This design comes from an exercise in tuning for small area, a short achievable clock period and few clock cycles on the open sky130 flow, not from production work. In this exercise RTL edits were held to simulation tests only and were not proved equivalent to the original.

## before
// matmul2x2
module matmul2x2 (
    input  logic         clk,
    input  logic         reset,
    input  logic [127:0] a,
    input  logic [127:0] b,
    output logic [255:0] c,
    output logic         ready
);
    reg [1:0] ph;
    reg rdy, pr;
    reg [2:0] q;    
    reg nh0_0, no0_0, nx0_0;    
    reg nh0_1, no0_1, nx0_1;    
    reg nh0_2, no0_2, nx0_2;    
    reg nh0_3, no0_3, nx0_3;    
    reg nh0_4, no0_4, nx0_4;    
    reg nh0_5, no0_5, nx0_5;    
    reg nh1_0, no1_0, nx1_0;    
    reg nh1_1, no1_1, nx1_1;    
    reg nh1_2, no1_2, nx1_2;    
    reg nh1_3, no1_3, nx1_3;    
    reg nh1_4, no1_4, nx1_4;    
    reg nh1_5, no1_5, nx1_5;    
    reg nh2_0, no2_0, nx2_0;    
    reg nh2_1, no2_1, nx2_1;    
    reg nh2_2, no2_2, nx2_2;    
    reg nh2_3, no2_3, nx2_3;    
    reg nh2_4, no2_4, nx2_4;    
    reg nh2_5, no2_5, nx2_5;    
    reg nh3_0, no3_0, nx3_0;    
    reg nh3_1, no3_1, nx3_1;    
    reg nh3_2, no3_2, nx3_2;    
    reg nh3_3, no3_3, nx3_3;    
    reg nh3_4, no3_4, nx3_4;    
  ...
Size in the first run: about 10000 cells after synthesis, about 520 flip-flops, about 0.10 mm2 of cells after synthesis.
Settings: LEC_CHECK=0, CAP_MARGIN=20, CORE_MARGIN=2, CORE_UTILIZATION=58, PLACE_DENSITY=0.68, SETUP_SLACK_MARGIN=0.1, SLEW_MARGIN=20, SYNTH_HIERARCHICAL=1, SYNTH_MINIMUM_KEEP_SIZE=0; clock period 5.0 ns.
standard.sh (not shown) runs the stock make flow with config.mk's settings and CLKGATE_MAP_FILE= SYNTH_SCRIPT=/design/flow/synth_recipe.tcl, a recipe that flattens the netlist after the stock synthesis.
==> flow/flow/run.sh <==
#!/bin/bash
# The standard layout (standard.sh, unchanged synthesis), except that the
# ports are buffered with plain sky130_fd_sc_hd__buf_4 cells instead of the
# delay cells ORFS picks by default.  The whole make output goes to
# flow_standard.log in this folder.
set -euo pipefail
bash standard.sh 'BUFFER_PORTS_ARGS=-buffer_cell sky130_fd_sc_hd__buf_4' finish > flow_standard.log 2>&1
before finished all stages; however, its layout fails the closing checks, the failures being negative setup slack.
Testbench counts of before, summed over its fixed seeds: cycles 1,160.
> inputs changed (before -> after)
--- a/flow/config.mk
+++ b/flow/config.mk
@@ -9,5 +9,4 @@
 export CORE_MARGIN = 2
-export CORE_UTILIZATION = 58
-export PLACE_DENSITY = 0.68
-export SETUP_SLACK_MARGIN = 0.1
+export CORE_UTILIZATION = 55
+export PLACE_DENSITY = 0.65
 export SLEW_MARGIN = 20
Results
Although after finished all stages, its layout failed final checks on negative setup slack. Compared with before, after shows depth of the worst register-to-register path lower by 5. From before to after the numbers moved as follows: cell area after placement lower, fraction of standard cell area that is sequential higher, wire length lower, minimum period implied by the final worst setup slack lower. Launch point of the worst path = S0[1]: after; launch point of the worst path = S1[21]: before. The number of placed instances with taps included of after exceeds that of before by 82.

* * *

Another version of the RTL of matmul2x2 (not shown whole).
Size: roughly 8,400 cells after synthesis, about 560 flip-flops.
## matmul2x2
module matmul2x2 (
    input  logic         clk,
    input  logic         reset,
    input  logic [127:0] a,
    input  logic [127:0] b,
    output logic [255:0] c,
    output logic         ready
);
clock: 5.0 ns
lec_check: 0
cap_margin: 20
core_margin: 2
core_utilization: 55
place_density: 0.65
setup_slack_margin: 0.4
slew_margin: 20
synth_hierarchical: 1
synth_minimum_keep_size: 0
Scripts as last shown in full above: flow/flow/run.sh
The starting point completed with no timing, DRC or antenna violations.
Testbench counts at the start, summed over its fixed seeds: cycles 2,696.
==> next run, changes <==
- SETUP_SLACK_MARGIN: 0.4 -> not set
After rerunning: The changed run passed the timing, design-rule and antenna checks. Synthesized cell count stays the same. Routed wire length came out higher by 1.5%. Via count came out higher by 0.70%. Worst setup slack loses 0.27 ns. Worst hold slack loses 0.027 ns. Design area barely changes.
==> next run, changes <==
- SETUP_SLACK_MARGIN: not set -> 0.75
Via count went down slightly.
Worst hold slack improves by 0.036 ns.
Clock skew climbs by 0.017 ns.
Final cell count barely changes.
Area after synthesis is unchanged.
Register-to-register slack is better by 0.55 ns.
Cell area rises slightly.
First-iteration DRC count goes down by a little under a tenth.
Count of clock-buffer cells in the layout came out higher by 3.

[re-timing with driven ports]
In the flow no input, the clock included, has a driving cell. The finished layouts below were timed again as built, in two steps. Step 1 sets driving cells, clkbuf_16 on the clock port and buf_2 on the other inputs (assumed; they add their load-dependent delay and slew). Step 2, shift: input delay + t, output delay - t, t = (earliest + latest rising clock arrival at the registers) / 2. This alone moves slack from input paths to output paths. a / b / c = no drivers / after step 1 / after step 2; a / b = the first two.
run	t, ns	setup slack, ns	worst hold slack (ns)	worst setup path at the end	latest minus earliest clock arrival (ns)
before	0.820	-0.111 / -0.199 / -0.716	0.397 / 0.387 / 0.532	input to register	0.036 / 0.037
after	0.801	-0.039 / -0.125 / -0.611	0.410 / 0.376 / 0.556	input to register	0.041 / 0.041
the first run of note 2	0.726	0.507 / 0.507 / -0.065	0.504 / 0.461 / 0.569	input to register	0.038 / 0.038
the second run of note 2	0.770	0.236 / 0.236 / -0.133	0.477 / 0.427 / 0.551	input to register	0.027 / 0.027
the third run of note 2	0.766	0.790 / 0.790 / 0.128	0.513 / 0.466 / 0.551	input to register	0.043 / 0.043
Met with ideal ports but missed after step 2: setup timing in the first run of note 2 and the second run of note 2. For the third run of note 2, which loses most, drivers alone change the setup slack by 0.000 ns; drivers and shift together by -0.662 ns.
